Source: an optimization exercise on an open RTL-to-GDS flow (aim: small area). Production flows keep margins and buffers that such runs may drop.
In this exercise RTL edits were held to simulation tests only and were not proved equivalent to the original.

## flow/design.v (module list and top-level ports; edited modules follow where they fit)
// module fir: 2723 lines
// module sel3: 3 lines
// module dec: 5 lines
// module hold: 3 lines
// module fa: 4 lines
module fir (
    input        clk,
    input        rst_n,
    input        load_sw,
    input  [7:0] data_in,
    input  [7:0] coff_in,
    output [7:0] data_out
);
  // ...
==> flow/flow/run.sh <==
#!/bin/bash
# Own layout flow: the standard flow (standard.sh) unchanged, except that
# synthesis maps the RTL helper modules onto single cells (cells_map.v):
# sel3 -> a222oi (y = ~(a1&b1 | a2&b2 | a3&b3)), hold -> mux2, dec -> nor2b/and2,
# which ABC does not find on its own.  Registers, their names and cell types are those
# of the standard synthesis.
set -euo pipefail
W=$(pwd)

# synthesis script: synth_recipe.tcl with one techmap step inserted right
# after ORFS's synthesis (while the hierarchy is still kept)
awk -v map="$W/flow/cells_map.v" -v top="$FLOW_TOP" '
  { print }
  /^source .*synth\.tcl/ { print "techmap -map " map " " top; n++ }
  END { if (n != 1) exit 1 }' synth_recipe.tcl > own_synth.tcl

# standard.sh with that synthesis script
sed "s#SYNTH_SCRIPT=[^ ]*synth_recipe.tcl#SYNTH_SCRIPT=$W/own_synth.tcl#" standard.sh > own_standard.sh
grep -q "SYNTH_SCRIPT=$W/own_synth.tcl" own_standard.sh

bash own_standard.sh synth > synth.log 2>&1
grep -q a222oi orfs/results/*/fir/base/1_2_yosys.v
# port buffers: the smallest buffer instead of ORFS's pick (clkdlybuf4s50_1)
bash own_standard.sh "BUFFER_PORTS_ARGS=-buffer_cell sky130_fd_sc_hd__buf_1" finish > layout.log 2>&1
test -s out/final.def
==> flow/flow/cells_map.v <==
// Map the RTL's small helper modules onto single sky130 cells.

// y = ~((a1 & b1) | (a2 & b2) | (a3 & b3))
(* techmap_celltype = "sel3" *)
module _sel3_to_a222oi (a1, b1, a2, b2, a3, b3, y);
  input a1, b1, a2, b2, a3, b3;
  output y;
  sky130_fd_sc_hd__a222oi_1 _TECHMAP_REPLACE_ (
    .A1(a1), .A2(b1), .B1(a2), .B2(b2), .C1(a3), .C2(b3), .Y(y));
endmodule

// d = l ? q : n
(* techmap_celltype = "hold" *)
module _hold_to_mux2 (l, q, n, d);
  input l, q, n;
  output d;
  sky130_fd_sc_hd__mux2_1 _TECHMAP_REPLACE_ (.A0(n), .A1(q), .S(l), .X(d));
endmodule

// sa = xa & ~xb, sb = ~xa & xb, sab = xa & xb
(* techmap_celltype = "dec" *)
module _dec_to_cells (xa, xb, sa, sb, sab);
  input xa, xb;
  output sa, sb, sab;
  sky130_fd_sc_hd__nor2b_1 a (.A(xb), .B_N(xa), .Y(sa));
  sky130_fd_sc_hd__nor2b_1 b (.A(xa), .B_N(xb), .Y(sb));
  sky130_fd_sc_hd__and2_1 ab (.A(xa), .B(xb), .X(sab));
endmodule
==> flow/standard.sh <==
#!/bin/bash
# synth_recipe.tcl (not shown) runs the flow's synth.tcl, then flattens the netlist and writes it again
# the make line also repeats each setting of config.mk as NAME=value (left out here)
make -C /OpenROAD-flow-scripts/flow DESIGN_CONFIG=/design/flow/config.mk WORK_HOME=/design/flow/orfs CLKGATE_MAP_FILE= SYNTH_SCRIPT=/design/flow/synth_recipe.tcl "${@:-finish}"
==> flow/config.mk <==
export PLATFORM = sky130hd
export DESIGN_NAME = fir
export DESIGN_NICKNAME = fir
export VERILOG_FILES = /design/flow/design.v
export SDC_FILE = /design/flow/constraint.sdc
export NUM_CORES = 4
export LEC_CHECK = 0
export ABC_AREA = 1
export CAP_MARGIN = 20
export CORE_MARGIN = 2
export CORE_UTILIZATION = 40
export GPL_TIMING_DRIVEN = 0
export SLEW_MARGIN = 20
export SYNTH_HIERARCHICAL = 1
==> flow/constraint.sdc <==
create_clock -name core_clock -period 7.0 [get_ports {clk}]
set_input_delay 1.4000 -clock core_clock [delete_from_list [all_inputs] [get_ports {clk}]]
set_output_delay 1.4000 -clock core_clock [all_outputs]
set_load 0.01 [all_outputs]
==> summary.txt, run 1 <==
Outcome
  • Status: complete, no violations

Floorplanning
  • Core area: 69,900 um^2
  • Initial cell density of the core: 40.3%
  • IO Count: 27

GRT
  • First-pass GRT wire length: 161,000 um
  • Global route overflow: 0
  • Vias in the first global route: 22,200
  • GR met1 Demand/Resource: 42.4%

Synth
  • Post-Syn Nets: 2,564
  • Ys Warns: 11

Final layout
  • Layout Cells excl Fill: 2,968
  • Area Overhead vs Synth: 10.2%
  • Antenna diodes: 1
  • Ratio of cells with drive above 1 in the final layout: 4.54%
  • Multi-input combinational area share: 66.2%
  • Clock-cell share of area: 4.64%
  • Commonest cells after routing, fill and taps aside: 615 x fa_1, 512 x a222oi_1, 214 x dfxtp_1
  • Top flop regs: coff (128), smp (128)
  • Num sequential: 342

Routing
  • Iter 0 DRT Violations: 6,360
  • WL per Instance: 37.4 um
  • Max Used Layer: met5

Worst hold path
  • Worst Hold Depth: 0
  • Min-delay src: smp[5][3]
  • WHS Endpoint: smp[6][3]

Timing
  • Max-slew violations: 0
  • Least-Margin Pin Slew: 1.12 ns
  • Skew final: 0.0308 ns
  • Setup tns final: 0 ns
  • RSZ-0062 raised after global routing: false

Critical path
  • CP startpoint: coff[5][0]
  • Slowest-stage cell, CP: a222oi_1
  • Critical Path Max Stage Delay: 0.81 ns

Placement
  • Post-DP Area: 29,600 um^2
  • Buffers on Ports: 26
  • DP Worst Slack: 0.476 ns

Clock tree
  • Post-CTS setup buffer count: 0
  • Hold_buf cts: 0

Job
  • Max-cap violations: 0
==> run 2: changes to the inputs <==
--- a/flow/config.mk
+++ b/flow/config.mk
@@ -9,6 +9,8 @@
 export CAP_MARGIN = 20
 export CORE_MARGIN = 2
 export CORE_UTILIZATION = 40
+export CTS_CLUSTER_DIAMETER = 100
+export CTS_CLUSTER_SIZE = 22
 export GPL_TIMING_DRIVEN = 0
 export SLEW_MARGIN = 20
 export SYNTH_HIERARCHICAL = 1
==> run 2 against run 1 <==
Critical path depth unchanged. Global-route usage down 0.21 points. Maximum frequency down 1.2%. Largest cell class unchanged. Sequential cell count unchanged. Design area down 2.1%. Clock skew down 0.0091 ns. Wire length down 0.62%. Critical endpoint unchanged. Worst setup slack worse by 0.079 ns. First-iteration DRC count up 2.9%. Still clean on timing, DRC and antenna. Synthesized cell count unchanged.
==> summary.txt, run 2 <==
Outcome
  • Status: complete, no violations (unchanged)

Floorplanning
  • Core area: 69,900 um^2 (unchanged)
  • IO Count: 27 (unchanged)
  • Die extent in y: 270 um (unchanged)
  • Die ar.: 72,600 um^2 (unchanged)
  • Die Wd: 270 um (unchanged)
  • Row count: 97 (unchanged)
  • Initial cell density of the core: 40.3% (unchanged)

Critical path
  • WP data arrival: 7.17 ns (was 7.07 ns)
  • Worst setup EP type: register (unchanged)
  • WP data required: 7.48 ns (was 7.46 ns)
  • Crit Path Category: register to register (unchanged)
  • Register-to-Register Path Depth: 12 (unchanged)
  • Critical R2R Launch: coff[5][0] (unchanged)
  • R2r endpoint: r8_1 (unchanged)
  • Register-to-register setup slack: 0.30 ns (was 0.38 ns)
  • Crit path launch type: register (unchanged)
  • CP Max Fanout: 11 (unchanged)

Job
  • Max-cap violations: 0 (unchanged)

Routing
  • DRC: 0 (unchanged)
  • WL per Instance: 37.6 um (was 37.4 um)
  • Vias per inst: 7.34 (was 7.33)
  • Total Wirelength: 110,000 um (was 111,000 um)
  • Final ANT Viol Nets: 0 (unchanged)
  • DR pass1 iterations: 17 (was 19)
  • Iter 0 DRT Violations: 6,544 (was 6,360)
  • Vias: 21,500 (was 21,700)

Final layout
  • Commonest cells after routing, fill and taps aside: 615 x fa_1, 512 x a222oi_1, 214 x dfxtp_1 (unchanged)
  • Most common cell after layout, fill and taps aside: fa_1 (unchanged)
  • Top flop regs: coff (128), smp (128) (unchanged)
  • Area Overhead vs Synth: 7.93% (was 10.2%)
  • Layout Cells excl Fill: 2,934 (was 2,968)
  • Total Nets Final: 2,624 (was 2,641)
  • Ratio of cells with drive above 1 in the final layout: 2.86% (was 4.54%)

Synth
  • Ys Warns: 11 (unchanged)
  • Post-Syn Nets: 2,564 (unchanged)
  • Syn avg cell area: 14.7 um^2 (unchanged)
  • Mapped cell area: 28,200 um^2 (unchanged)
  • Mapped Cells: 1,917 (unchanged)

Timing
  • RSZ-0062 raised after global routing: false (unchanged)
  • Skew final: 0.0218 ns (was 0.0308 ns)
  • Hold Worst Slack: 0.363 ns (was 0.368 ns)
  • Final hold viol count: 0 (unchanged)
  • Slew headroom: 28.3% (was 25.3%)
  • Minimum clock period: 6.70 ns (was 6.62 ns)
  • Least-Margin Pin Slew: 1.07 ns (was 1.12 ns)
  • Final period utilization: 95.7% (was 94.6%)
  • Setup tns final: 0 ns (unchanged)
  • # setup viols final: 0 (unchanged)
  • Max-slew violations: 0 (unchanged)
  • Fmax: 149 MHz (was 151 MHz)

GRT
  • Vias in the first global route: 22,100 (was 22,200)
  • Global route overflow: 0 (unchanged)
  • GR Util met2: 46.7% (was 47.2%)
  • First-pass GRT wire length: 160,000 um (was 161,000 um)
  • Initial antenna violation count: 3 (was 1)
  • Met3 Usage GRT: 6.49% (was 6.15%)
  • GR met1 Demand/Resource: 42.0% (was 42.4%)
  • GRT Total Usage: 30.2% (was 30.4%)
  • Largest net degree at the start of global routing: 32 (unchanged)
  • Busiest metal layer after global routing: met2 (unchanged)

Clock tree
  • CTS Buf Count: 24 (was 41)
  • Latest clock arrival within the worst-skew pair: 0.60 ns (was 0.59 ns)
  • CTS Sinks: 342 (unchanged)
  • H-tree depth: 1 (was 2)
  • Post-CTS setup buffer count: 0 (unchanged)
  • Root Buffer: clkbuf_16 (unchanged)
  • Clock transition at path regs: 0.10 ns (was 0.07 ns)
  • Hold_buf cts: 0 (unchanged)
  • Post-CTS sizing: 0 (unchanged)
  • CTS tree: done (unchanged)
  • CTS max path bufs: 3 (unchanged)

Placement
  • Buffers on Ports: 26 (unchanged)
  • Final GP Congestion: 0.999 (unchanged)
  • Post-Place Cells: 2,891 (unchanged)
  • DP HPWL: 87,200 um (unchanged)

Worst hold path
  • Worst hold path class: register to register (unchanged)
  • Worst Hold Depth: 0 (unchanged)
  • WHS Endpoint: smp[1][2] (was smp[6][3])
  • Min-delay src: smp[0][2] (was smp[5][3])
## run 2: area by class of cell
cell class	instances	area, um^2
buffer	9	51.3
tap	940	1180
clock buffer	33	656
inverter	24	90.1
fill	6425	39500
sequential	342	7490
timing repair buffer	34	260
multi-input combinational	1542	20600
antenna	1	2.50
clock inverter	9	143
## run 2: how the worst max path moves through the flow
stage | start | slack, ns | end
final | coff[5][0] | 0.30 | r8_1
after global routing | coff[5][0] | 0.19 | r8_1
after CTS | coff[2][0] | 0.44 | r8_1
after detailed placement | coff[2][0] | 0.48 | r8_1
after global placement | rst_n | -1.97 | coff[4][4]
after floorplan | coff[0][0] | 1.46 | r8_1
## run 2: critical path, cell delays in order, from the launching register on
cell and delay (ns):
dfrtp_1 0.70, ha_1 0.48, a222oi_1 0.82, fa_1 0.67
fa_1 0.45, fa_1 0.54, fa_1 0.43, fa_1 0.41
fa_1 0.43, fa_1 0.42, fa_1 0.38, fa_1 0.39
fa_1 0.44
## run 2: metrics by stage
| step | utilization (%) | instance area (um^2) | setup slack (ns) |
|---|---|---|---|
| 2_1_floorplan | - | 28200 | 1.46 |
| 4_1_cts | 43.5 | 30400 | 0.438 |
| 5_1_grt | 43.5 | 30400 | 0.192 |
| 3_5_place_dp | 42.4 | 29600 | 0.476 |
| 3_3_place_gp | 42.2 | 29500 | -1.97 |
| 6_report | 43.5 | 30400 | 0.302 |
## run 2: layer usage
metal / routed length (um) / part of all wire [%]
met1: 41900 / 38
met2: 49800 / 45
met3: 13300 / 12
met4: 5100 / 4.6
met5: 26 / 0.024
==> run 3: changes to the inputs <==
--- a/flow/config.mk
+++ b/flow/config.mk
@@ -10,7 +10,7 @@
 export CORE_MARGIN = 2
 export CORE_UTILIZATION = 40
 export CTS_CLUSTER_DIAMETER = 100
-export CTS_CLUSTER_SIZE = 22
+export CTS_CLUSTER_SIZE = 28
 export GPL_TIMING_DRIVEN = 0
 export SLEW_MARGIN = 20
 export SYNTH_HIERARCHICAL = 1
==> run 3 against run 2 <==
Sequential share of layout area about the same. Worst setup slack worse by 0.074 ns. Worst hold slack better by 0.015 ns. Synthesized cell count unchanged. Critical path depth unchanged. Clock skew up 0.0072 ns. Utilization down 0.088 points. Final cell count down 0.24%. Critical path type unchanged. Highest routed layer unchanged.
==> summary.txt, run 3 <==
Routing
  • DR pass1 iterations: 17 (unchanged)
  • Vias: 21,500 (about the same)
  • Vias per inst: 7.36 (was 7.34)
  • Final ANT Viol Nets: 0 (unchanged)
  • Iter 0 DRT Violations: 6,493 (was 6,544)
  • WL per Instance: 37.6 um (about the same)
  • Total Wirelength: 110,000 um (about the same)
  • DRC: 0 (unchanged)

Critical path
  • WP data arrival: 7.23 ns (was 7.17 ns)
  • CP dominant cell by count: fa_1 (unchanged)
  • Crit path launch type: register (unchanged)
  • Crit Path Category: register to register (unchanged)
  • Slowest-stage cell, CP: a222oi_1 (unchanged)
  • CP cell instances: ha_1, a222oi_1, fa_1, fa_1, fa_1, fa_1, fa_1, fa_1, fa_1, fa_1, fa_1, fa_1 (unchanged)
  • CP Max Fanout: 11 (unchanged)
  • Critical Path Max Stage Delay: 0.89 ns (was 0.82 ns)
  • Worst setup EP type: register (unchanged)
  • WP data required: 7.45 ns (was 7.48 ns)

Clock tree
  • CTS Buf Count: 20 (was 24)
  • CTS tree: done (unchanged)
  • CTS Sinks: 342 (unchanged)
  • H-tree depth: 1 (unchanged)
  • CTS max path bufs: 3 (unchanged)
  • Post-CTS sizing: 0 (unchanged)
  • Root Buffer: clkbuf_16 (unchanged)
  • Hold_buf cts: 0 (unchanged)
  • Post-CTS setup buffer count: 0 (unchanged)
  • Latest clock arrival within the worst-skew pair: 0.59 ns (was 0.60 ns)
  • Clock transition at path regs: 0.11 ns (was 0.10 ns)

Final layout
  • Top flop regs: coff (128), smp (128) (unchanged)
  • Final core occ: 43.5% (about the same)
  • Storage cell area: 7490 um^2 (unchanged)
  • Multi-input logic area: 20,600 um^2 (unchanged)
  • Total Nets Final: 2,620 (was 2,624)
  • Area Overhead vs Synth: 7.71% (was 7.93%)
  • Fill count: 6,415 (was 6,425)
  • Commonest cells after routing, fill and taps aside: 615 x fa_1, 512 x a222oi_1, 214 x dfxtp_1 (unchanged)
  • Ratio of cells with drive above 1 in the final layout: 2.82% (was 2.86%)
  • Antenna diodes: 0 (was 1)
  • Final instance area: 30,400 um^2 (about the same)
  • Most common cell after layout, fill and taps aside: fa_1 (unchanged)

Floorplanning
  • Row count: 97 (unchanged)
  • Die extent in y: 270 um (unchanged)
  • IO Count: 27 (unchanged)
  • Initial cell density of the core: 40.3% (unchanged)
  • Core area: 69,900 um^2 (unchanged)
  • Die ar.: 72,600 um^2 (unchanged)
  • Die Wd: 270 um (unchanged)

Timing
  • Least-Margin Pin Slew: 1.08 ns (was 1.07 ns)
  • Final hold viol count: 0 (unchanged)
  • Max-slew violations: 0 (unchanged)
  • # setup viols final: 0 (unchanged)
  • Fmax: 148 MHz (was 149 MHz)
  • Hold Worst Slack: 0.378 ns (was 0.363 ns)
  • RSZ-0062 raised after global routing: false (unchanged)
  • Skew final: 0.0290 ns (was 0.0218 ns)
  • Minimum clock period: 6.77 ns (was 6.70 ns)
  • Final period utilization: 96.7% (was 95.7%)
  • Setup tns final: 0 ns (unchanged)
  • Slew headroom: 27.7% (was 28.3%)
  • Worst setup margin: 0.228 ns (was 0.302 ns)

Placement
  • DP Worst Slack: 0.476 ns (unchanged)
  • Post-DP Area: 29,600 um^2 (unchanged)
  • Final GP Congestion: 0.999 (unchanged)
  • DP HPWL: 87,200 um (unchanged)
  • Buffers on Ports: 26 (unchanged)

Synth
  • Mapped Cells: 1,917 (unchanged)
  • Mapped cell area: 28,200 um^2 (unchanged)
  • Syn avg cell area: 14.7 um^2 (unchanged)
  • Ys Warns: 11 (unchanged)
  • Post-Syn Nets: 2,564 (unchanged)

GRT
  • Vias in the first global route: 22,000 (was 22,100)
  • Initial antenna violation count: 1 (was 3)
  • First-pass GRT wire length: 160,000 um (about the same)
  • Global route overflow: 0 (unchanged)
  • GRT Total Usage: 30.1% (was 30.2%)
  • Largest net degree at the start of global routing: 32 (unchanged)

Worst hold path
  • Worst hold path class: register to register (unchanged)

Outcome
  • Status: complete, no violations (unchanged)

Job
  • Max-cap violations: 0 (unchanged)
==> run 3: cell types whose count changed in the layout (fill, tap and decap cells not counted), moves of 2 or more <==
cell / delta
clkbuf_1: -5
clkinv_8: -5
clkbuf_16: -3
inv_16: +3
inv_12: -2
inv_4: +2
==> run 3: metrics by stage <==
step | instances
global route | 2927
global placement | 2883
finish | 2927
detailed placement | 2891
CTS | 2927
floorplan | 1917
==> run 3: routing by layer <==
metal | vias up | part of all wire, % | track usage (%)
met5 | - | 0.014 | 0
met4 | 2 | 4.8 | 10.4
met3 | 255 | 12 | 6.40
met2 | 1875 | 45 | 46.5
met1 | 11300 | 38 | 42.1
li1 | 8089 | - | -
==> run 3: area by class of cell <==
type                       instances  share of cell area (%)
buffer                             9                   0.169
clock buffer                      25                    1.85
clock inverter                    11                   0.585
inverter                          24                   0.297
multi-input combinational       1542                    67.7
sequential                       342                    24.6
tap                              940                    3.87
timing repair buffer              34                   0.857
==> run 3: worst paths after layout <==
check | startpoint | to | slack [ns] | cells after the start
worst max-delay path | coff[5][0] | r8_1 | 0.23 | 12
worst min-delay path | smp[0][3] | smp[1][3] | 0.38 | 0
worst max register to register | coff[5][0] | r8_1 | 0.23 | 12
worst min register to register | smp[0][3] | smp[1][3] | 0.38 | 0
max in group asynchronous | rst_n | coff[2][0] | 5.39 | 3
min in group asynchronous | rst_n | coff[13][2] | 0.78 | 1
==> run 3: critical path: cells and delay by family, from the launching register on <==
family                     cells  cell delay (ns)
AOI/OAI and AO/OA              1             0.89
DFF                            1             0.70
adders and majority gates     11             5.06
==> run 4: changes to the inputs <==
--- a/flow/flow/run.sh
+++ b/flow/flow/run.sh
@@ -21,5 +21,8 @@
 bash own_standard.sh synth > synth.log 2>&1
 grep -q a222oi orfs/results/*/fir/base/1_2_yosys.v
 # port buffers: the smallest buffer instead of ORFS's pick (clkdlybuf4s50_1)
-bash own_standard.sh "BUFFER_PORTS_ARGS=-buffer_cell sky130_fd_sc_hd__buf_1" finish > layout.log 2>&1
+# clock tree: ORFS's own CTS arguments (sink clustering from CTS_CLUSTER_SIZE
+# and CTS_CLUSTER_DIAMETER in config.mk) without CTS's dummy balancing loads
+CTS="-sink_clustering_enable -repair_clock_nets -sink_clustering_size 16 -sink_clustering_max_diameter 100 -dont_use_dummy_load"
+bash own_standard.sh "BUFFER_PORTS_ARGS=-buffer_cell sky130_fd_sc_hd__buf_1" "CTS_ARGS=$CTS" finish > layout.log 2>&1
 test -s out/final.def
--- a/flow/config.mk
+++ b/flow/config.mk
@@ -10,7 +10,7 @@
 export CORE_MARGIN = 2
 export CORE_UTILIZATION = 40
 export CTS_CLUSTER_DIAMETER = 100
-export CTS_CLUSTER_SIZE = 28
+export CTS_CLUSTER_SIZE = 16
 export GPL_TIMING_DRIVEN = 0
 export SLEW_MARGIN = 20
 export SYNTH_HIERARCHICAL = 1
==> run 4 against run 3 <==
Still clean. Critical path depth did not move. Design area shrank 0.12%. Final cell count is 0.24% lower. Utilization down 0.052 points. Synthesized area is the same. Synthesized cell count is the same. First-iteration DRC count up 4.7%. Global-route usage increased by 0.11 points. Worst setup slack better by 0.11 ns. Largest cell class unchanged. Highest routed layer unchanged.
==> summary.txt, run 4 <==
Routing
  • Iter 0 DRT Violations: 6,797 (was 6,493)
  • DRC: 0 (unchanged)
  • Vias per inst: 7.37 (was 7.36)
  • DR pass1 iterations: 17 (unchanged)
  • Total Wirelength: 110,000 um (about the same)
  • WL per Instance: 37.8 um (was 37.6 um)
  • Vias: 21,500 (about the same)
  • Final ANT Viol Nets: 0 (unchanged)

Timing
  • Slew headroom: 27.4% (was 27.7%)
  • Skew final: 0.0447 ns (was 0.0290 ns)
  • Setup tns final: 0 ns (unchanged)
  • Fmax: 150 MHz (was 148 MHz)
  • Final hold viol count: 0 (unchanged)
  • # setup viols final: 0 (unchanged)
  • Worst setup margin: 0.337 ns (was 0.228 ns)
  • Max-slew violations: 0 (unchanged)
  • RSZ-0062 raised after global routing: false (unchanged)
  • Minimum clock period: 6.66 ns (was 6.77 ns)
  • Least-Margin Pin Slew: 1.09 ns (was 1.08 ns)
  • Final period utilization: 95.2% (was 96.7%)

GRT
  • Initial antenna violation count: 2 (was 1)
  • First-pass GRT wire length: 160,000 um (about the same)
  • Largest net degree at the start of global routing: 32 (unchanged)
  • Global route overflow: 0 (unchanged)
  • Vias in the first global route: 22,100 (was 22,000)
  • GRT Total Usage: 30.2% (was 30.1%)

Critical path
  • CP Max Fanout: 11 (unchanged)
  • Crit Path Category: register to register (unchanged)
  • Crit path launch type: register (unchanged)
  • Critical Path Max Stage Delay: 0.80 ns (was 0.89 ns)
  • Worst setup EP type: register (unchanged)
  • WP data required: 7.48 ns (was 7.45 ns)
  • CP delay by family, top: adder cells (unchanged)
  • Critical R2R Launch: coff[5][0] (unchanged)
  • Worst Path Buf+Inv: 0 (unchanged)
  • CP Depth: 12 (unchanged)
  • Register-to-register setup slack: 0.34 ns (was 0.23 ns)
  • WP data arrival: 7.14 ns (was 7.23 ns)
  • CP cell instances: ha_1, a222oi_1, fa_1, fa_1, fa_1, fa_1, fa_1, fa_1, fa_1, fa_1, fa_1, fa_1 (unchanged)
  • Register-to-Register Path Depth: 12 (unchanged)
  • R2r endpoint: r8_1 (unchanged)
  • Slowest-stage cell, CP: a222oi_1 (unchanged)
  • CP dominant cell by count: fa_1 (unchanged)

Clock tree
  • H-tree depth: 1 (unchanged)
  • CTS Sinks: 342 (unchanged)
  • CTS max path bufs: 3 (unchanged)
  • Root Buffer: clkbuf_16 (unchanged)
  • CTS Buf Count: 28 (was 20)
  • Latest clock arrival within the worst-skew pair: 0.62 ns (was 0.59 ns)
  • CTS tree: done (unchanged)
  • Hold_buf cts: 0 (unchanged)
  • Post-CTS setup buffer count: 0 (unchanged)
  • Clock transition at path regs: 0.07 ns (was 0.11 ns)
  • Post-CTS sizing: 0 (unchanged)

Synth
  • Mapped cell area: 28,200 um^2 (unchanged)
  • Post-Syn Nets: 2,564 (unchanged)
  • Mapped Cells: 1,917 (unchanged)
  • Syn avg cell area: 14.7 um^2 (unchanged)
  • Ys Warns: 11 (unchanged)

Outcome
  • Status: complete, no violations (unchanged)

Worst hold path
  • Worst Hold Depth: 0 (unchanged)
  • Min-delay src: smp[5][3] (was smp[0][3])
  • WHS Endpoint: smp[6][3] (was smp[1][3])
  • Worst hold path class: register to register (unchanged)

Final layout
  • Layout Cells excl Fill: 2,920 (was 2,927)
  • Fill count: 6,431 (was 6,415)
  • Total Nets Final: 2,628 (was 2,620)
  • Final core occ: 43.4% (was 43.5%)
  • Commonest cells after routing, fill and taps aside: 615 x fa_1, 512 x a222oi_1, 214 x dfxtp_1 (unchanged)
  • Ratio of cells with drive above 1 in the final layout: 2.58% (was 2.82%)
  • Area Overhead vs Synth: 7.59% (was 7.71%)
  • Top flop regs: coff (128), smp (128) (unchanged)
  • Most common cell after layout, fill and taps aside: fa_1 (unchanged)

Placement
  • DP HPWL: 87,200 um (unchanged)
  • Buffers on Ports: 26 (unchanged)
  • Post-Place Cells: 2,891 (unchanged)
  • DP Worst Slack: 0.476 ns (unchanged)
  • Final GP Congestion: 0.999 (unchanged)

Floorplanning
  • Row count: 97 (unchanged)
  • Die extent in y: 270 um (unchanged)
  • Core area: 69,900 um^2 (unchanged)
  • Die Wd: 270 um (unchanged)
  • Initial cell density of the core: 40.3% (unchanged)
  • IO Count: 27 (unchanged)
  • Die ar.: 72,600 um^2 (unchanged)

Job
  • Max-cap violations: 0 (unchanged)
## run 4: layout make-up
| type | instances | area [um^2] | area share (%) |
|---|---|---|---|
| Timing Repair Buffer | 34 | 260 | 0.858 |
| Sequential cell | 342 | 7490 | 24.7 |
| Inverter | 24 | 90.1 | 0.297 |
| Multi-Input combinational cell | 1542 | 20600 | 67.8 |
| Buffer | 9 | 51.3 | 0.169 |
| Tap cell | 940 | 1180 | 3.88 |
| Clock buffer | 28 | 701 | 2.31 |
| Antenna cell | 1 | 2.50 | 0.00825 |
## run 4: layer usage
metal	track usage, %	up-vias	wire length (um)
met3	5.87	262	13500
met2	46.7	1840	49900
li1	-	8084	-
met4	10.9	4	5200
met1	42.4	11300	41600
met5	0	-	23
## run 4: worst max-delay path by stage
stage	start	endpoint	slack, ns
after CTS	coff[2][0]	r8_1	0.45
after detailed placement	coff[2][0]	r8_1	0.48
after floorplan	coff[0][0]	r8_1	1.46
final	coff[5][0]	r8_1	0.34
after global placement	rst_n	coff[4][4]	-1.97
after global routing	coff[5][0]	r8_1	0.22
## run 4: worst reg2reg max path, cell delays in order (launching register included)
cell	delay, ns
dfrtp_1	0.68
ha_1	0.50
a222oi_1	0.80
fa_1	0.67
fa_1	0.45
fa_1	0.54
fa_1	0.43
fa_1	0.41
fa_1	0.43
fa_1	0.41
fa_1	0.38
fa_1	0.39
fa_1	0.45
## run 4: stage by stage
| stage | hold slack [ns] | cell area [um^2] |
|---|---|---|
| after floorplan | 0.355 | 28200 |
| after global placement | 0.361 | 29500 |
| after detailed placement | 0.364 | 29600 |
| after CTS | 0.369 | 30300 |
| final | 0.371 | 30300 |
| after global routing | 0.384 | 30300 |
==> run 5: changes to the inputs <==
--- a/flow/config.mk
+++ b/flow/config.mk
@@ -6,11 +6,11 @@
 export NUM_CORES = 4
 export LEC_CHECK = 0
 export ABC_AREA = 1
-export CAP_MARGIN = 20
+export CAP_MARGIN = 10
 export CORE_MARGIN = 2
 export CORE_UTILIZATION = 40
 export CTS_CLUSTER_DIAMETER = 100
 export CTS_CLUSTER_SIZE = 16
 export GPL_TIMING_DRIVEN = 0
-export SLEW_MARGIN = 20
+export SLEW_MARGIN = 10
 export SYNTH_HIERARCHICAL = 1
==> run 5 against run 4 <==
Final cell count is the same. Clock skew is essentially flat. Synthesized area is the same. Worst hold slack lost 0.0097 ns. Non-clock buffer count is the same. Critical endpoint unchanged.
==> summary.txt, run 5 <==
Outcome
  • Status: complete, no violations (unchanged)

Timing
  • Fmax: 149 MHz (was 150 MHz)
  • Minimum clock period: 6.69 ns (was 6.66 ns)
  • Worst setup margin: 0.307 ns (was 0.337 ns)
  • Least-Margin Pin Slew: 1.08 ns (was 1.09 ns)
  • Max-slew violations: 0 (unchanged)
  • # setup viols final: 0 (unchanged)
  • RSZ-0062 raised after global routing: false (unchanged)
  • Skew final: 0.0447 ns (about the same)
  • Slew headroom: 28.2% (was 27.4%)
  • Final period utilization: 95.6% (was 95.2%)
  • Final hold viol count: 0 (unchanged)

Clock tree
  • Latest clock arrival within the worst-skew pair: 0.61 ns (was 0.62 ns)
  • Clock transition at path regs: 0.08 ns (was 0.07 ns)
  • Post-CTS sizing: 0 (unchanged)
  • Root Buffer: clkbuf_16 (unchanged)
  • CTS Buf Count: 28 (unchanged)
  • CTS Sinks: 342 (unchanged)
  • CTS max path bufs: 3 (unchanged)
  • CTS tree: done (unchanged)
  • Post-CTS setup buffer count: 0 (unchanged)
  • Hold_buf cts: 0 (unchanged)
  • H-tree depth: 1 (unchanged)

Floorplanning
  • Initial cell density of the core: 40.3% (unchanged)
  • Die Wd: 270 um (unchanged)
  • Core area: 69,900 um^2 (unchanged)
  • Die extent in y: 270 um (unchanged)
  • Die ar.: 72,600 um^2 (unchanged)
  • Row count: 97 (unchanged)
  • IO Count: 27 (unchanged)

Worst hold path
  • Worst hold path class: register to register (unchanged)
  • Worst Hold Depth: 0 (unchanged)

Synth
  • Mapped cell area: 28,200 um^2 (unchanged)
  • Ys Warns: 11 (unchanged)
  • Post-Syn Nets: 2,564 (unchanged)
  • Mapped Cells: 1,917 (unchanged)
  • Syn avg cell area: 14.7 um^2 (unchanged)

Routing
  • Final ANT Viol Nets: 0 (unchanged)
  • Vias: 21,400 (was 21,500)
  • DRC: 0 (unchanged)
  • Total Wirelength: 110,000 um (about the same)
  • Iter 0 DRT Violations: 6,458 (was 6,797)
  • WL per Instance: 37.8 um (about the same)
  • DR pass1 iterations: 20 (was 17)
  • Vias per inst: 7.33 (was 7.37)

Final layout
  • Final core occ: 43.4% (unchanged)
  • Top flop regs: coff (128), smp (128) (unchanged)
  • Most common cell after layout, fill and taps aside: fa_1 (unchanged)
  • Multi-input logic area: 20,600 um^2 (unchanged)
  • Total Nets Final: 2,628 (unchanged)
  • Storage cell area: 7490 um^2 (unchanged)
  • Ratio of cells with drive above 1 in the final layout: 2.58% (unchanged)
  • Fill count: 6,390 (was 6,431)
  • Final instance area: 30,300 um^2 (unchanged)
  • Commonest cells after routing, fill and taps aside: 615 x fa_1, 512 x a222oi_1, 214 x dfxtp_1 (unchanged)
  • Area Overhead vs Synth: 7.59% (unchanged)

GRT
  • Vias in the first global route: 22,000 (was 22,100)
  • GRT Total Usage: 30.2% (about the same)
  • Global route overflow: 0 (unchanged)
  • First-pass GRT wire length: 160,000 um (about the same)
  • Largest net degree at the start of global routing: 36 (was 32)
  • Initial antenna violation count: 0 (was 2)

Critical path
  • Crit Path Category: register to register (unchanged)
  • Worst setup EP type: register (unchanged)
  • WP data arrival: 7.16 ns (was 7.14 ns)
  • Crit path launch type: register (unchanged)
  • Register-to-Register Path Depth: 12 (unchanged)
  • WP data required: 7.47 ns (was 7.48 ns)
  • CP Max Fanout: 11 (unchanged)

Placement
  • Final GP Congestion: 0.999 (unchanged)
  • DP HPWL: 87,200 um (about the same)
  • Buffers on Ports: 26 (unchanged)
  • DP Worst Slack: 0.430 ns (was 0.476 ns)
  • Post-DP Area: 29,600 um^2 (unchanged)

Job
  • Max-cap violations: 0 (unchanged)
[run 5: metrics by stage]
stage / instances / hold slack (ns) / setup TNS (ns)
finish: 2920 / 0.362 / 0
global route: 2919 / 0.367 / 0
CTS: 2919 / 0.368 / 0
detailed placement: 2891 / 0.366 / 0
global placement: 2883 / 0.361 / -327.11
floorplan: 1917 / 0.355 / 0
[run 5: worst max-delay path: stages (launching register included)]
cell	delay (ns)
dfrtp_1	0.69
ha_1	0.48
a222oi_1	0.82
fa_1	0.68
fa_1	0.45
fa_1	0.54
fa_1	0.43
fa_1	0.41
fa_1	0.43
fa_1	0.41
fa_1	0.38
fa_1	0.39
fa_1	0.45
[run 5: path summary, 6_finish.rpt]
check                      startpoint           to  slack (ns)
max                        coff[5][0]         r8_1        0.31
min                         smp[1][6]    smp[2][6]        0.36
max reg2reg                coff[5][0]         r8_1        0.31
min reg2reg                 smp[1][6]    smp[2][6]        0.36
max in group asynchronous       rst_n   coff[3][3]        5.65
min in group asynchronous       rst_n  coff[12][4]        0.61
[run 5: area by class of cell]
class / count / area share (%)
clock buffers: 28 / 2.31
inverters: 24 / 0.297
repair buffers: 34 / 0.858
diodes: 1 / 0.00825
well taps: 940 / 3.88
flip-flops and latches: 342 / 24.7
multi-input cells: 1542 / 67.8
plain buffers: 9 / 0.169
[run 5: per-layer routing]
| metal | GRT usage [%] | part of all wire (%) | up-vias |
|---|---|---|---|
| met5 | 0 | 0 | - |
| met1 | 42.4 | 38 | 11300 |
| met4 | 10.6 | 4.5 | 0 |
| li1 | - | - | 8077 |
| met2 | 47.1 | 46 | 1773 |
| met3 | 5.56 | 12 | 230 |
==> run 6: changes to the inputs <==
--- a/flow/flow/run.sh
+++ b/flow/flow/run.sh
@@ -23,6 +23,6 @@
 # port buffers: the smallest buffer instead of ORFS's pick (clkdlybuf4s50_1)
 # clock tree: ORFS's own CTS arguments (sink clustering from CTS_CLUSTER_SIZE
 # and CTS_CLUSTER_DIAMETER in config.mk) without CTS's dummy balancing loads
-CTS="-sink_clustering_enable -repair_clock_nets -sink_clustering_size 16 -sink_clustering_max_diameter 100 -dont_use_dummy_load"
+CTS="-sink_clustering_enable -repair_clock_nets -sink_clustering_size 26 -sink_clustering_max_diameter 100 -dont_use_dummy_load"
 bash own_standard.sh "BUFFER_PORTS_ARGS=-buffer_cell sky130_fd_sc_hd__buf_1" "CTS_ARGS=$CTS" finish > layout.log 2>&1
 test -s out/final.def
--- a/flow/config.mk
+++ b/flow/config.mk
@@ -6,11 +6,11 @@
 export NUM_CORES = 4
 export LEC_CHECK = 0
 export ABC_AREA = 1
-export CAP_MARGIN = 10
+export CAP_MARGIN = 20
 export CORE_MARGIN = 2
 export CORE_UTILIZATION = 40
 export CTS_CLUSTER_DIAMETER = 100
-export CTS_CLUSTER_SIZE = 16
+export CTS_CLUSTER_SIZE = 26
 export GPL_TIMING_DRIVEN = 0
-export SLEW_MARGIN = 10
+export SLEW_MARGIN = 20
 export SYNTH_HIERARCHICAL = 1
==> run 6 against run 5 <==
Still clean. Final cell count decreased by 0.27%. Worst setup slack got worse by 0.033 ns. Utilization down 0.25 points. Clock skew grew 0.031 ns. Clock-buffer cell count shrank 7. Via count is essentially flat. Critical endpoint unchanged. Largest cell class unchanged. Highest routed layer unchanged.
==> summary.txt, run 6 <==
Floorplanning
  • Die extent in y: 270 um (unchanged)
  • IO Count: 27 (unchanged)
  • Row count: 97 (unchanged)
  • Initial cell density of the core: 40.3% (unchanged)
  • Core area: 69,900 um^2 (unchanged)
  • Die ar.: 72,600 um^2 (unchanged)
  • Die Wd: 270 um (unchanged)

Timing
  • Minimum clock period: 6.73 ns (was 6.69 ns)
  • Skew final: 0.0757 ns (was 0.0447 ns)
  • # setup viols final: 0 (unchanged)
  • Worst setup margin: 0.275 ns (was 0.307 ns)
  • Final hold viol count: 0 (unchanged)
  • Max-slew violations: 0 (unchanged)
  • Fmax: 149 MHz (about the same)
  • Setup tns final: 0 ns (unchanged)
  • Least-Margin Pin Slew: 1.14 ns (was 1.08 ns)
  • Final period utilization: 96.1% (was 95.6%)
  • Slew headroom: 24.1% (was 28.2%)
  • RSZ-0062 raised after global routing: false (unchanged)

Critical path
  • Crit Path Category: register to register (unchanged)
  • CP cell instances: ha_1, a222oi_1, fa_1, fa_1, fa_1, fa_1, fa_1, fa_1, fa_1, fa_1, fa_1, fa_1 (unchanged)
  • Register-to-Register Path Depth: 12 (unchanged)
  • WP data arrival: 7.16 ns (about the same)
  • Crit path launch type: register (unchanged)
  • WP data required: 7.44 ns (was 7.47 ns)
  • Slowest-stage cell, CP: a222oi_1 (unchanged)
  • CP dominant cell by count: fa_1 (unchanged)
  • CP Max Fanout: 11 (unchanged)
  • Worst setup EP type: register (unchanged)
  • Critical Path Max Stage Delay: 0.86 ns (was 0.82 ns)

Final layout
  • Antenna diodes: 0 (was 1)
  • Most common cell after layout, fill and taps aside: fa_1 (unchanged)
  • Area Overhead vs Synth: 6.96% (was 7.59%)
  • Commonest cells after routing, fill and taps aside: 615 x fa_1, 512 x a222oi_1, 214 x dfxtp_1 (unchanged)
  • Top flop regs: coff (128), smp (128) (unchanged)
  • Total Nets Final: 2,621 (was 2,628)
  • Fill count: 6,437 (was 6,390)
  • Layout Cells excl Fill: 2,912 (was 2,920)
  • Ratio of cells with drive above 1 in the final layout: 2.23% (was 2.58%)

Placement
  • DP HPWL: 87,200 um (about the same)
  • Post-Place Cells: 2,891 (unchanged)
  • DP Worst Slack: 0.476 ns (was 0.430 ns)
  • Buffers on Ports: 26 (unchanged)
  • Final GP Congestion: 0.999 (unchanged)

Clock tree
  • Post-CTS sizing: 0 (unchanged)
  • Root Buffer: clkbuf_16 (unchanged)
  • CTS Sinks: 342 (unchanged)
  • CTS tree: done (unchanged)
  • H-tree depth: 1 (unchanged)
  • CTS Buf Count: 21 (was 28)
  • CTS max path bufs: 3 (unchanged)
  • Hold_buf cts: 0 (unchanged)
  • Latest clock arrival within the worst-skew pair: 0.60 ns (was 0.61 ns)
  • Clock transition at path regs: 0.10 ns (was 0.08 ns)
  • Post-CTS setup buffer count: 0 (unchanged)

Synth
  • Mapped cell area: 28,200 um^2 (unchanged)
  • Post-Syn Nets: 2,564 (unchanged)
  • Syn avg cell area: 14.7 um^2 (unchanged)
  • Mapped Cells: 1,917 (unchanged)
  • Ys Warns: 11 (unchanged)

Routing
  • Vias per inst: 7.35 (was 7.33)
  • DR pass1 iterations: 20 (unchanged)
  • Total Wirelength: 110,000 um (about the same)
  • Final ANT Viol Nets: 0 (unchanged)
  • Vias: 21,400 (about the same)
  • DRC: 0 (unchanged)
  • WL per Instance: 37.7 um (was 37.8 um)
  • Iter 0 DRT Violations: 6,572 (was 6,458)

GRT
  • Vias in the first global route: 22,000 (about the same)
  • Largest net degree at the start of global routing: 32 (was 36)
  • GRT Total Usage: 30.0% (was 30.2%)
  • First-pass GRT wire length: 159,000 um (was 160,000 um)
  • Global route overflow: 0 (unchanged)
  • Initial antenna violation count: 0 (unchanged)

Worst hold path
  • Worst Hold Depth: 0 (unchanged)
  • Worst hold path class: register to register (unchanged)

Job
  • Max-cap violations: 0 (unchanged)

Outcome
  • Status: complete, no violations (unchanged)
run 6: through the flow:
stage / area [um^2] / util [%] / hold WS [ns]
2_1_floorplan: 28200 / - / 0.355
3_3_place_gp: 29500 / 42.2 / 0.361
3_5_place_dp: 29600 / 42.4 / 0.364
4_1_cts: 30200 / 43.2 / 0.335
5_1_grt: 30200 / 43.2 / 0.336
6_report: 30200 / 43.2 / 0.334
run 6: critical path: cells and delay by family, from the launching register on:
kind | cells | cell delay (ns)
AOI/OAI and AO/OA | 1 | 0.86
DFF | 1 | 0.68
adders and majority gates | 11 | 5.04
run 6: routing by layer:
metal,GRT usage [%],up-vias,share of wire (%)
li1,-,8071,-
met3,6.17,229,12
met2,46.6,1834,45
met1,42.1,11300,38
met5,0,-,0
met4,10.1,0,4.5
run 6: layout make-up:
type                       count  area (um^2)  area share [%]
buffer                         9         51.3           0.170
clock buffer                  21          526            1.74
inverter                      24         90.1           0.299
multi-input combinational   1542        20600            68.2
sequential                   342         7490            24.8
tap                          940         1180            3.90
timing repair buffer          34          260           0.863
run 6: final timing paths:
check                         endpoint       start  slack (ns)
min reg2reg                 smp[13][5]  smp[12][5]        0.33
max reg2reg                       r8_1  coff[5][0]        0.27
max in group asynchronous   coff[3][0]       rst_n        5.34
min                         smp[13][5]  smp[12][5]        0.33
max                               r8_1  coff[5][0]        0.27
min in group asynchronous  coff[13][3]       rst_n        0.78

[port drivers added, routing unchanged]
The results above use ideal ports. As a check the final layouts listed here were re-extracted and re-timed, cells and wires unchanged.
Step 1 sets driving cells, clkbuf_16 on the clock port and buf_2 on the other inputs (assumed; they add their load-dependent delay and slew).
Step 2, shift: input delay + t, output delay - t, t = (earliest + latest rising clock arrival at the registers) / 2. This alone moves slack from input paths to output paths.
Slacks: ideal ports / drivers / drivers and shift; pairs: ideal ports / drivers.
run	t, ns	slack for setup (ns)	worst register clock-pin slew, ns	cell pins on the clock port's net
run 1	0.642	0.381 / 0.381 / 0.381	0.07 / 0.07	1
run 2	0.657	0.302 / 0.302 / 0.302	0.10 / 0.10	1
run 3	0.639	0.228 / 0.228 / 0.228	0.11 / 0.11	1
run 4	0.657	0.337 / 0.337 / 0.337	0.08 / 0.08	1
run 5	0.651	0.307 / 0.307 / 0.307	0.08 / 0.08	1
run 6	0.621	0.275 / 0.275 / 0.275	0.10 / 0.10	1
After both steps every run listed still meets setup and hold.
